Background: an optimization exercise with open tools, aiming at a short achievable clock period and few clock cycles per item. Do not read the settings as production practice.

== run X ==
Design mm_gcd, start of the top module:
module mm_gcd (
    clock,
    reset,
    a,
    b,
    c,
    start,
    finished
);
Size in the first run: ~4300 cells after synthesis, roughly 89 flip-flops, about 100 I/O pins.
export LEC_CHECK = 0
export CAP_MARGIN = 20
export CORE_MARGIN = 2
export CORE_UTILIZATION = 40
export SLEW_MARGIN = 20
create_clock -name core_clock -period 5.0 [get_ports {clock}]
run.sh (not shown) runs the stock make flow with config.mk's settings and CLKGATE_MAP_FILE= SYNTH_SCRIPT=/design/flow/synth_recipe.tcl, a recipe that flattens the netlist after the stock synthesis.
Run X had finished all stages when the layout checks came back failing, citing negative setup slack.
diff inputs: run X => run G
diff --git a/flow/design.v b/flow/design.v
--- a/flow/design.v
+++ b/flow/design.v
@@ -134,39 +134,17 @@
             6'o73: qtab = 8'b00001001;
             6'o74: qtab = 8'b00000110;
             6'o75: qtab = 8'b10000010;
             6'o76: qtab = 8'b00100010;
             6'o77: qtab = 8'b00000001;
         endcase
     end
 endfunction
-function sum_is;
-    input [35:0] ps;
-    input [35:0] cs;
-    input [35:0] kc;
-    reg [35:0] need;
-    begin
-        need = ((ps & cs) | ((ps | cs) & ~kc)) << 1;
-        sum_is = ((ps ^ cs ^ kc) == need);
-    end
-endfunction
-function is_unit;
-    input [35:0] ps;
-    input [35:0] cs;
-    input [7:0] sel;
-    integer j;
-    begin
-        is_unit = 1'b0;
-        for (j = 0; j < 8; j = j + 1)
-            is_unit = is_unit | (sel[j] & (sum_is(ps, cs, 36'd1 << (j + 4)) ||
-                                           sum_is(ps, cs, -(36'd1 << (j + 4)))));
-    end
-endfunction
-function [77:0] step;
+function [76:0] step;
     input [32:0] l;
     input [32:0] s;
     input [7:0] q;
     reg [35:0] le, se, sn, x, y, ps, cs, p, g, z;
     reg [7:0] sel;
     reg [2:0] lo;
     reg c4, more, none;
     integer i, j;
@@ -194,53 +172,64 @@
         lo = 3'd0;
         for (j = 0; j < 8; j = j + 1) begin
             i = 4 + j;
             lo = lo | ({3{sel[j]}} &
                  {p[i+3] ^ (g[i+2] | (p[i+2] & g[i+1]) | (p[i+2] & p[i+1] & g[i])),
                   p[i+2] ^ (g[i+1] | (p[i+1] & g[i])),
                   p[i+1] ^ g[i]});
         end
-        step = {ps[35:4], cs[35:4], c4, sel, more, lo, is_unit(ps, cs, sel)};
+        step = {ps[35:4], cs[35:4], c4, sel, more, lo};
+    end
+endfunction
+function is_unit;
+    input [31:0] r;
+    input [7:0] sel;
+    integer j;
+    begin
+        is_unit = 1'b0;
+        for (j = 0; j < 8; j = j + 1)
+            is_unit = is_unit | (sel[j] & ((r >> (j + 1)) == 32'd0 ||
+                                           (~r >> (j + 1)) == 32'd0));
     end
 endfunction
 wire [4:0] za = ctz32(a);
 wire [4:0] zb = ctz32(b);
 wire [31:0] ao = a >> za;
 wire [31:0] bo = b >> zb;
 wire a_zero = (a == 32'd0);
 wire b_zero = (b == 32'd0);
 wire a_pow2 = ((a & (a - 32'd1)) == 32'd0);
 wire b_pow2 = ((b & (b - 32'd1)) == 32'd0);
 wire [33:0] sum_uv = {u[32], u} + {v[32], v};
 wire [33:0] dif_uv = {u[32], u} - {v[32], v};
 wire gt = (sum_uv[33] == dif_uv[33]);           
 wire eq = (u == v) || (u[32:1] == ~v[32:1]);   
 wire [31:0] psu, csu, psv, csv;
-wire c4u, c4v, mu, mv, unu, unv;
+wire c4u, c4v, mu, mv;
 wire [7:0] su, sv;
 wire [2:0] lu, lv;
-assign {psu, csu, c4u, su, mu, lu, unu} = step(u, v, qu);
-assign {psv, csv, c4v, sv, mv, lv, unv} = step(v, u, qv);
+assign {psu, csu, c4u, su, mu, lu} = step(u, v, qu);
+assign {psv, csv, c4v, sv, mv, lv} = step(v, u, qv);
 wire [31:0] ru = ks32(psu, csu, c4u);             
 wire [31:0] rv = ks32(psv, csv, c4v);
 wire [39:0] rux = {{8{ru[31]}}, ru};
 wire [39:0] rvx = {{8{rv[31]}}, rv};
 wire [7:0] gsu = {8{gt}} & su;
 wire [7:0] gsv = {8{~gt}} & sv;
 reg [32:0] w;
 integer wi, wj;
 always @* begin
     w = 33'd0;
     for (wj = 0; wj < 8; wj = wj + 1)
         for (wi = 0; wi < 33; wi = wi + 1)
             w[wi] = w[wi] | (gsu[wj] & rux[wi+wj]) | (gsv[wj] & rvx[wi+wj]);
 end
-wire ou = unu && !mu;
-wire ov = unv && !mv;
+wire ou = is_unit(ru, su) && !mu;
+wire ov = is_unit(rv, sv) && !mv;
 wire [5:0] zu = ctz33(u);
 wire [32:0] uf = $signed(u) >>> zu;
 always @(posedge clock) begin
     if (reset == 0) begin
         fin <= 1'b1;
         fix <= 1'b0;
     end
     else if (start) begin
Notes after the runs:
Of run G and run X, the higher initial antenna violation count belongs to run G. Run X → run G: design area essentially unchanged; non-filler instance count after layout now sits lower. Final checks on run G, whose flow otherwise completed, came back failing, citing negative setup slack. Run G vs run X: multi-input gate share of the layout cell area up. Run G: wire length per cell after detailed routing higher than run X. First-pass GRT wire length (run G vs. run X) increases by a few percent. Looking only at highest clock frequency the design can meet, and setting everything else aside, the higher value of run G and run X goes to run X. In the tables for run G and run X, total met2 wirelength after detailed routing reads higher with run G.
No run of this note included a check of the RTL's function; only the layout flow was run.

==> re-timing with driven ports <==
The flow's constraints put no driver on any port. The routed layouts listed below were extracted and timed again, unchanged, in two steps. Step 1, drivers: a clkbuf_16 drives clock and a buf_2 each remaining input, both assumed. Step 2 adds t to the input delays and takes it off the output delays; t is the mean of the earliest and latest rising clock arrival at the registers after step 1. Input paths then give back, and output paths get back, about the clock's delay inside the block. Slacks: no drivers / after step 1 / after step 2; pairs: no drivers / after step 1.
| run | t, ns | setup slack, ns | worst hold slack (ns) |
|---|---|---|---|
| run X | 0.456 | -0.689 / -0.689 / -0.689 | 0.609 / 0.609 / 0.609 |
| run G | 0.444 | -0.929 / -0.929 / -0.929 | 0.832 / 0.832 / 0.832 |
